Source: an optimization exercise on an open RTL-to-GDS flow (aim: small area). Production flows keep margins and buffers that such runs may drop. Function was checked by simulation only, so behaviour that the tests miss may differ from the original. No activity file was given, so power comes from the tool's default toggle rates.

[design.v]
`timescale 1ns / 1ps
module top(
    input clk_100MHz,
    input rst,
    input reset_button,
    input saveH_button,
    input saveL_button,
    input [7:0] sensors_input,
    input [7:0] setup_input,
    output [7:0] cathodes,  
    output [7:0] anodes,  
    output [2:0] LED1,  
    output [2:0] LED2  
    );
    wire clk_1kHz;
    wire clk_1Hz;
    wire led_pwm;
    wire reset;
    wire reset_button_out;
    wire input_error;
    wire GOET;
    wire LOET;
    wire [7:0] high_threshold;
    wire [7:0] low_threshold;
    wire [7:0] sensor_data;
    wire [3:0] data_h;
    wire [3:0] data_t;
    wire [3:0] data_u;
    wire saveH_button_out;
    wire saveL_button_out;
    assign reset = rst | reset_button_out;
    debouncer debouncer (
    .clk_100MHz (clk_100MHz),
    .clk_1kHz (clk_1kHz),
    .reset (reset),
    .reset_button (reset_button),
    .saveH_button (saveH_button),
    .saveL_button (saveL_button),
    .reset_button_out (reset_button_out),  
    .saveH_button_out (saveH_button_out),
    .saveL_button_out (saveL_button_out)
    );
    clock_manager clock_manager (
    .clk_100MHz (clk_100MHz),
    .reset (reset),
    .clk_1kHz (clk_1kHz),
    .clk_1Hz (clk_1Hz),
    .led_pwm (led_pwm)
    );
    sensors_input_module sensors_input_module (
    .clk_100MHz (clk_100MHz),
    .reset (reset),
    .sensors_input (sensors_input),
    .data (sensor_data),
    .input_error (input_error)
    );
    threshold_comparator threshold_comparator (
    .clk_100MHz (clk_100MHz),
    .reset (reset),
    .sensor_data (sensor_data),
    .high_threshold (high_threshold),
    .low_threshold (low_threshold),
    .data_h (data_h),
    .data_t (data_t),
    .data_u (data_u),
    .GOET (GOET),
    .LOET (LOET)
    );
    threshold_programmer threshold_programmer (
    .clk_100MHz (clk_100MHz),
    .reset (reset),
    .saveH_button (saveH_button_out),
    .saveL_button (saveL_button_out),
    .setup_input (setup_input),
    .high_threshold (high_threshold),
    .low_threshold (low_threshold)
    );
    display_controller display_controller (
    .clk_100MHz (clk_100MHz),
    .clk_1kHz (clk_1kHz),
    .clk_1Hz (clk_1Hz),
    .led_pwm (led_pwm),
    .reset (reset),
    .input_error (input_error),
    .GOET (GOET),
    .LOET (LOET),
    .data_h (data_h),
    .data_t (data_t),
    .data_u (data_u),
    .anodes (anodes),
    .cathodes (cathodes),
    .LED1 (LED1),
    .LED2 (LED2)
    ); 
endmodule
`timescale 1ns / 1ps
module debouncer(
    input clk_100MHz,
    input clk_1kHz,
    input reset,
    input reset_button,
    input saveH_button,
    input saveL_button,
    output reg reset_button_out,
    output reg saveH_button_out,
    output reg saveL_button_out
    );
    reg prev_reset;
    reg prev_saveH;
    reg prev_saveL;
    always @(posedge clk_100MHz) begin
        if (reset) begin
            reset_button_out <= 0;
            saveH_button_out <= 0;
            saveL_button_out <= 0;
            prev_reset <= 0;
            prev_saveH <= 0;
            prev_saveL <= 0;
        end else if (clk_1kHz) begin
            reset_button_out <= reset_button & ~prev_reset;
            saveH_button_out <= saveH_button & ~prev_saveH;
            saveL_button_out <= saveL_button & ~prev_saveL;
            prev_reset <= reset_button;
            prev_saveH <= saveH_button;
            prev_saveL <= saveL_button;
         end
    end
endmodule
`timescale 1ns / 1ps
module clock_manager(
    input clk_100MHz,
    input reset,
    output clk_1kHz,
    output clk_1Hz,
    output led_pwm
    );
    reg [9:0] Q1;
    reg [19:0] Q2;
    always @(posedge clk_100MHz) begin
        if(reset) begin
            Q1 <= 10'd0;
        end else begin
        if(Q1 != 10'd999)
            Q1 <= Q1 + 1;
        else
            Q1 <= 10'd0;
        end
    end
    always @(posedge clk_100MHz) begin
        if(reset) begin
            Q2 <= 20'd0;
        end else begin
            if (Q2 != 20'd999999)
                Q2 <= Q2 + 1;
            else
                Q2 <= 20'd0;
        end
    end
    assign clk_1kHz = (Q1 == 10'd999) ? 1'b1 : 1'b0;
    assign clk_1Hz = (Q2 == 20'd999999) ? 1'b1 : 1'b0;
    assign led_pwm = (Q2 < 20'd499999) ? 1'b1 : 1'b0;
endmodule
`timescale 1ns / 1ps
module sensors_input_module(
    input clk_100MHz,
    input reset,
    input [7:0] sensors_input,
    output reg [7:0] data,
    output reg input_error
    );
    reg [7:0] stored_data;
    always @(*) begin
        if (reset) begin
        stored_data <= 8'd0;
        input_error <= 1'b0;
        end else begin
            input_error <= 1'b0;
            case(sensors_input)
                8'b0000_0000: stored_data <= 8'b0000_0000;
                8'b0000_0001: stored_data <= 8'b0000_1100;
                8'b0000_0011: stored_data <= 8'b0001_1001;
                8'b0000_0111: stored_data <= 8'b0010_0110;
                8'b0000_1111: stored_data <= 8'b0011_0010;
                8'b0001_1111: stored_data <= 8'b0011_1111;
                8'b0011_1111: stored_data <= 8'b0100_1011;
                8'b0111_1111: stored_data <= 8'b0101_1000;
                8'b1111_1111: stored_data <= 8'b0110_0100;
                default: begin
                    stored_data <= 8'b0000_0000;
                    input_error <= 1'b1;
                end
            endcase
        end
    end
    always @(posedge clk_100MHz) begin
        if (reset) begin
            data <= 8'd0;
        end else begin
            data <= stored_data;
        end
    end
endmodule
`timescale 1ns / 1ps
module threshold_programmer(
    input clk_100MHz,
    input reset,
    input saveH_button,
    input saveL_button,
    input [7:0] setup_input,
    output reg [7:0] high_threshold,
    output reg [7:0] low_threshold
    );
    reg input_error;
    reg [7:0] stored_data;
    always @(*) begin
        if (reset) begin
            input_error <= 1'b0;
            stored_data <= 8'd0;
        end else begin
            input_error <= 1'b0;
            case(setup_input)
                8'b0000_0000: stored_data <= 8'b0000_0000;
                8'b0000_0001: stored_data <= 8'b0000_1100;
                8'b0000_0011: stored_data <= 8'b0001_1001;
                8'b0000_0111: stored_data <= 8'b0010_0110;
                8'b0000_1111: stored_data <= 8'b0011_0010;
                8'b0001_1111: stored_data <= 8'b0011_1111;
                8'b0011_1111: stored_data <= 8'b0100_1011;
                8'b0111_1111: stored_data <= 8'b0101_1000;
                8'b1111_1111: stored_data <= 8'b0110_0100;
                default: begin
                    stored_data <= 8'b0000_0000;
                    input_error <= 1'b1;
                end
             endcase
         end
     end
     always @(posedge clk_100MHz) begin
        if (reset) begin
            high_threshold <= 8'd100;
            low_threshold <= 8'd0; 
        end else begin
            if (saveH_button & (stored_data > low_threshold) & ~input_error) begin
                high_threshold <= stored_data;
            end else if (saveL_button & (stored_data < high_threshold) & ~input_error) begin
                low_threshold <= stored_data; 
            end
        end 
     end
endmodule
`timescale 1ns / 1ps
module threshold_comparator(
    input clk_100MHz,
    input reset,
    input [7:0] sensor_data,
    input [7:0] high_threshold,
    input [7:0] low_threshold,
    output reg [3:0] data_h,
    output reg [3:0] data_t,
    output reg [3:0] data_u,
    output reg GOET,
    output reg LOET
    );
    always @(posedge clk_100MHz) begin
        if (reset) begin
            data_h <= 4'd0;
            data_t <= 4'd0;
            data_u <= 4'd0;
            GOET <= 1'd0;
            LOET <= 1'd0;
        end else begin
            if (sensor_data >= high_threshold) begin
                GOET <= 1'b1;
                LOET <= 1'b0;
            end else if (sensor_data <= low_threshold) begin
                GOET <= 1'b0;
                LOET <= 1'b1;
            end else begin
                GOET <= 1'b0;
                LOET <= 1'b0;
            end
            data_h <= sensor_data / 100;
            data_t <= (sensor_data % 100) / 10;
            data_u <= sensor_data % 10;
        end
    end 
endmodule
`timescale 1ns / 1ps
module display_controller(
    input  clk_100MHz,
    input  clk_1kHz,
    input  clk_1Hz,
    input  led_pwm,
    input  reset,
    input  input_error,
    input  GOET,
    input  LOET,
    input  [3:0] data_h,
    input  [3:0] data_t,
    input  [3:0] data_u,
    output reg [7:0] anodes,
    output reg [7:0] cathodes,
    output reg [2:0] LED1,
    output reg [2:0] LED2
    );
    reg [1:0] Q;
    wire [7:0] data_h_mux;
    wire [7:0] data_t_mux;
    wire [7:0] data_u_mux;
    wire [7:0] data_a_mux;
    wire blank_htt;
    bcd_to_7seg bcd_to_7seg_h (
    .reset (reset),
    .input_data (data_h),
    .blank (1'b1),
    .output_data (data_h_mux),
    .blank_out (blank_htt)
    );
    bcd_to_7seg bcd_to_7seg_t (
    .reset (reset),
    .input_data (data_t),
    .blank (blank_htt),
    .output_data (data_t_mux)
    );
    bcd_to_7seg bcd_to_7seg_u (
    .reset (reset),
    .input_data (data_u),
    .blank (1'b0),
    .output_data (data_u_mux)
    );
    alarm_to_7seg alarm_to_7seg (
    .reset (reset),
    .input_data ({input_error,GOET,LOET}),
    .output_data (data_a_mux)
    );
    always @(*) begin
    if (reset) begin
            anodes <= 8'd255;
            cathodes <= 8'd255;
            LED1 <= 3'd0;
            LED2 <= 3'd0;
        end else begin
            case(Q)
                2'b00: anodes <= 8'b0111_1111;
                2'b01: anodes <= 8'b1011_1111;
                2'b10: anodes <= 8'b1101_1111;
                2'b11: anodes <= 8'b1110_1111;
                default: anodes <= 8'b1111_1111;
            endcase
            case(Q)
                2'b00: cathodes <= data_h_mux;
                2'b01: cathodes <= data_t_mux;
                2'b10: cathodes <= data_u_mux;
                2'b11: cathodes <= data_a_mux;
                default: cathodes <= 8'b1111_1111;
            endcase 
            case({input_error,GOET,LOET})
                3'b000: LED1 <= {1'b0,1'b1,1'b0};  
                3'b001: LED1 <= {led_pwm,led_pwm,1'b0};  
                3'b010: LED1 <= {led_pwm,1'b0,1'b0};  
                3'b100: LED1 <= {1'b1,1'b0,1'b0};  
                3'b101: LED1 <= {1'b1,1'b0,1'b0};  
                3'b110: LED1 <= {1'b1,1'b0,1'b0};  
                default: LED1 <= {1'b0,1'b0,1'b0};  
            endcase
                LED2 <= LED1;
            end 
    end
    always @(posedge clk_100MHz) begin
        if (reset) begin
            Q <= 2'd0;
        end else begin
            if (clk_1kHz) begin
                if (Q != 2'd3)
                    Q <= Q + 1;
                else
                    Q <= 2'd0;
                end
            end
    end
endmodule
`timescale 1ns / 1ps
module bcd_to_7seg(
    input reset,
    input [3:0] input_data,
    input blank,
    output reg [7:0] output_data,
    output reg blank_out
    );
    always @(*) begin
        if (reset) begin
            blank_out = 1'b0;
            output_data <= 8'b1111_1111;
        end else begin
            blank_out = 1'b0;
            case(input_data)
                4'b0000: begin 
                    if(blank) begin
                        output_data = 8'b1111_1111;
                        blank_out = 1'b1;
                    end else begin
                        output_data = 8'b0000_0011;  
                        blank_out = 1'b1;
                    end
                end
                4'b0001: output_data = 8'b1001_1111;  
                4'b0010: output_data = 8'b0010_0101;  
                4'b0011: output_data = 8'b0000_1101;  
                4'b0100: output_data = 8'b1001_1001;  
                4'b0101: output_data = 8'b0100_1001;  
                4'b0110: output_data = 8'b0100_0001;  
                4'b0111: output_data = 8'b0001_1111;  
                4'b1000: output_data = 8'b0000_0001;  
                4'b1001: output_data = 8'b0000_1001;  
                default: output_data = 8'b1111_1111;  
            endcase
        end
    end
endmodule
`timescale 1ns / 1ps
module alarm_to_7seg(
    input reset,
    input [2:0] input_data,
    output reg [7:0] output_data
    );
    always @(*) begin
        if(reset) begin
            output_data <= 8'b1111_1111;
        end else begin
            case(input_data)
                3'b001: output_data = 8'b1110_0011;  
                3'b000: output_data = 8'b1100_0101;  
                3'b010: output_data = 8'b1001_0001;  
                3'b100: output_data = 8'b0110_0001;  
                3'b110: output_data = 8'b0110_0001;  
                3'b101: output_data = 8'b0110_0001;  
                default: output_data = 8'b1111_1111;  
            endcase
        end
    end
endmodule
[run.sh]
#!/bin/bash
# synth_recipe.tcl (not shown) runs the flow's synth.tcl, then flattens the netlist and writes it again
# the make line also repeats each setting of config.mk as NAME=value (left out here)
make -C /OpenROAD-flow-scripts/flow DESIGN_CONFIG=/design/flow/config.mk WORK_HOME=/design/flow/orfs CLKGATE_MAP_FILE= SYNTH_SCRIPT=/design/flow/synth_recipe.tcl finish
[config.mk]
export PLATFORM = sky130hd
export DESIGN_NAME = top
export DESIGN_NICKNAME = top
export VERILOG_FILES = /design/flow/design.v
export SDC_FILE = /design/flow/constraint.sdc
export NUM_CORES = 4
export LEC_CHECK = 0
export CAP_MARGIN = 20
export CORE_MARGIN = 2
export CORE_UTILIZATION = 40
export SLEW_MARGIN = 20
[constraint.sdc]
create_clock -name core_clock -period 10.0 [get_ports {clk_100MHz}]
set_input_delay 2.0000 -clock core_clock [delete_from_list [all_inputs] [get_ports {clk_100MHz}]]
set_output_delay 2.0000 -clock core_clock [all_outputs]
set_load 0.01 [all_outputs]
==> summary.txt <==
-- cell type report --
cell class / count / area, um^2 / share of cell area (%)
Timing Repair Buffer: 37 / 365 / 6.00
Clock buffer: 10 / 239 / 3.92
Inverter: 36 / 135 / 2.22
Clock inverter: 6 / 68.8 / 1.13
Sequential cell: 70 / 1400 / 23.0
Tap cell: 176 / 220 / 3.61
Multi-Input combinational cell: 555 / 3660 / 60.1
-- power by group --
part           switching [W]  total (W)  internal (W)
clock network       0.000124   0.000324      0.000201
registers         0.00000258   0.000284      0.000281
logic              0.0000207  0.0000374     0.0000167
-- per-stage QoR --
step / instance area, um^2 / hold slack (ns) / setup slack [ns] / instances / utilization (%)
floorplan: 5360 / 0.418 / 4.18 / 693 / -
global placement: 5780 / 0.428 / 3.43 / 874 / 44.0
detailed placement: 5780 / 0.446 / 3.29 / 874 / 44.0
CTS: 6090 / 0.456 / 3.30 / 890 / 46.4
global route: 6090 / 0.488 / 3.08 / 890 / 46.4
finish: 6090 / 0.454 / 3.27 / 890 / 46.4
-- cells in the final DEF, fill, tap and decap left out, drive strengths merged, types with 11 or more instances in the layout --
cell type	n
nand3	25
nand2	47
clkdlybuf4s50	35
o21ai	33
mux2i	11
dfxtp	70
nand4	13
o21a	12
a21oi	40
a31oi	11
xnor2	13
nor2b	16
ha	43
inv	37
or3	12
nor3	16
xor2	13
nor2	97
-- worst paths after layout --
kind	start	end	slack, ns	depth (start not counted)
max	sensors_input[2]	LED2[1]	3.27	7
min	clock_manager.Q1[0]$_SDFF_PP0_	clock_manager.Q1[0]$_SDFF_PP0_	0.45	1
max reg2reg	sensors_input_module.data[4]$_SDFF_PP0_	threshold_comparator.data_t[0]$_SDFF_PP0_	5.96	13
min reg2reg	clock_manager.Q1[0]$_SDFF_PP0_	clock_manager.Q1[0]$_SDFF_PP0_	0.45	1
-- synth_stat cells (11+ instances only) --
cell type / count
xnor2_1: 13
clkbuf_1: 15
o21a_1: 12
nor2b_1: 16
xor2_1: 13
nor2_1: 96
nor3_1: 13
o21ai_0: 28
ha_1: 43
nand4_1: 13
mux2i_1: 11
a21oi_1: 40
a31oi_1: 11
dfxtp_1: 70
or3_1: 11
inv_1: 36
nand2_1: 47
nand3_1: 25
-- sequential cells by signal, summed over array words and instances (netlist names) --
signal,count
sensors_input_module.data,7
debouncer.saveH_button_out,1
debouncer.prev_saveH,1
debouncer.saveL_button_out,1
threshold_comparator.GOET,1
threshold_comparator.LOET,1
threshold_programmer.high_threshold,7
clock_manager.Q2,20
threshold_comparator.data_h,1
debouncer.prev_saveL,1
display_controller.Q,2
threshold_comparator.data_u,4
clock_manager.Q1,10
debouncer.prev_reset,1
debouncer.reset_button_out,1
threshold_comparator.data_t,4
threshold_programmer.low_threshold,7
-- metal layers --
metal,GRT usage [%],vias to the layer above,part of all wire (%)
li1,-,2527,-
met1,25.2,2330,51
met2,29.2,90,44
met3,3.90,20,3.5
met4,5.88,0,1.5
met5,0,-,0
-- cell families (layout without fill, tap and decap cells) --
family | Yosys count | in the layout | synth area share, %
XOR/XNOR | 26 | 26 | 4.26
adder cells (fa/ha/maj) | 44 | 44 | 10.3
AO/OA/AOI/OAI | 183 | 183 | 24.3
AND/OR/NAND/NOR | 284 | 284 | 27.1
multiplexers | 11 | 11 | 2.06
flip-flops | 70 | 70 | 26.2
buffers and inverters | 68 | 89 | 5.71
other | 2 | 7 | 0.141
-- critical path: cells and delay by family --
kind	cells	cell delay [ns]
buffers and inverters	2	1.21
AO/OA/AOI/OAI	3	1.09
AND/OR/NAND/NOR	2	0.42
==> impl_metrics.py <==
metrics = {
    "clocking": {
        "cts.repair.resized": 0,
        "cts_buffers": 9,
        "clk_latency_ns": 0.34,
        "cts_root_buffer": "clkbuf_16",
        "post_cts_buffers": 0,
        "h-tree-depth": 3,
        "cts_num_sinks": 70,
        "hold_buffers": 0,
        "clkTransAtPathRegs_ns": 0.06,
        "cts_tree": "done",
        "clock_path_buffers": 2,
    },
    "drt": {
        "drt_iter0_drc": 288,
        "wl_per_cell_um": 14.2,
        "via_count": 4967,
        "drt-pass1-iter-count": 5,
        "drtAntennaViolNets": 0,
        "wirelength_um": 12700,
        "drc_errors": 0,
        "via_per_inst": 5.58,
    },
    "place": {
        "hpwl_um": 9510,
        "io_buffers": 35,
        "place_congestion": 0.917,
    },
    "setup_path": {
        "cp.arrival_ns": 4.73,
        "critPathSlowestCell": "clkdlybuf4s50_1",
        "end_kind": "output pin",
        "cp-start-kind": "input pin",
        "cp_cell_sequence": "clkdlybuf4s50_1, and3_1, and3_1, o21ai_0, o221a_2, a2111oi_0, clkdlybuf4s50_1",
        "crit_type": "in -> out",
        "cp.required_ns": 8.00,
        "worstPathMaxFanout": 6,
        "cp_slowest_stage_delay_ns": 0.65,
    },
    "synthesis": {
        "synth-edff-count": 0,
        "yosys.area.top_type": "dfxtp_1",
        "synth_area_um2": 5350,
        "syn_avg_cell_area_um2": 7.77,
        "async_flop_share_pct": 0,
        "synth_seq_cells": 70,
        "ys_seq_area_share_pct": 26.2,
        "syn_inst": 688,
        "yosys_most_used_dff": "dfxtp_1",
        "synth_area_leaders": "dfxtp_1 26%, ha_1 10%, nor2_1 6.7%",
        "synth_top_area_share_pct": 26.2,
        "yosys_warnings": 8,
        "ys_types": 81,
    },
    "floorplan": {
        "core-area_um2": 13100,
        "io_pins": 43,
        "die_w_um": 120,
        "start_util_pct": 40.7,
        "die_area_um2": 14300,
        "core.rowCount": 42,
        "die_h_um": 120,
    },
    "global_routing": {
        "overflow": 0,
        "grt_pass1_wl_um": 21800,
        "grt_util_all_layers_pct": 18.5,
        "grt_pass1_vias": 4657,
        "antenna_found_initial": 0,
        "grt_max_degree": 42,
    },
    "timing": {
        "finalSetupViolCount": 0,
        "finalCritPeriodShare_pct": 67.3,
        "tightest_slew_ns": 0.949,
        "finalHoldViolCount": 0,
        "slew_headroom_pct": 36.6,
        "post-route-min-period_ns": 6.73,
        "finalSetupTns_ns": 0,
        "fmax_mhz": 149,
        "finClkSkew_ns": 0.0103,
        "slew_viol_final": 0,
        "grt_setup_unrepaired": "false",
    },
    "final_layout": {
        "fillers": 1289,
        "drive_gt1_share_pct": 5.46,
        "diodes": 0,
        "synthToLayoutAreaGrowth_pct": 14.0,
        "nets": 773,
    },
    "power": {
        "power_w": 0.000646,
        "p_per_area_nw_per_um2": 106,
        "vdd_drop_max_mv": 0.0763,
        "leakagePower_nw": 2.30,
    },
    "run_status": {
        "status": "timing/DRC/antenna clean",
    },
    "hold_path": {
        "hold_class": "reg -> reg",
    },
    "job": {
        "maxCapViolCount": 0,
    },
}

## separate check: timing with driven ports
In the flow no input, the clock included, has a driving cell. The finished layout below was timed again as built, in two steps.
Step 1 sets driving cells, clkbuf_16 on the clock port and buf_2 on the other inputs (assumed; they add their load-dependent delay and slew).
Step 2 times the ports against the registers' clock, not the clock port: input delays grow and output delays shrink by t, the midpoint of the rising clock arrivals with the driver on.
Three values: ideal ports, drivers, drivers and shift; two values: the first two.
t (ns): 0.376
slack for setup (ns): 3.274 / 3.252 / 3.252
worst setup path at the end: input to output
latest minus earliest clock arrival (ns): 0.010 / 0.010
After both steps this run still meets setup and hold. The setup slack of this run moves by -0.022 ns with the drivers and by -0.022 ns with both steps.
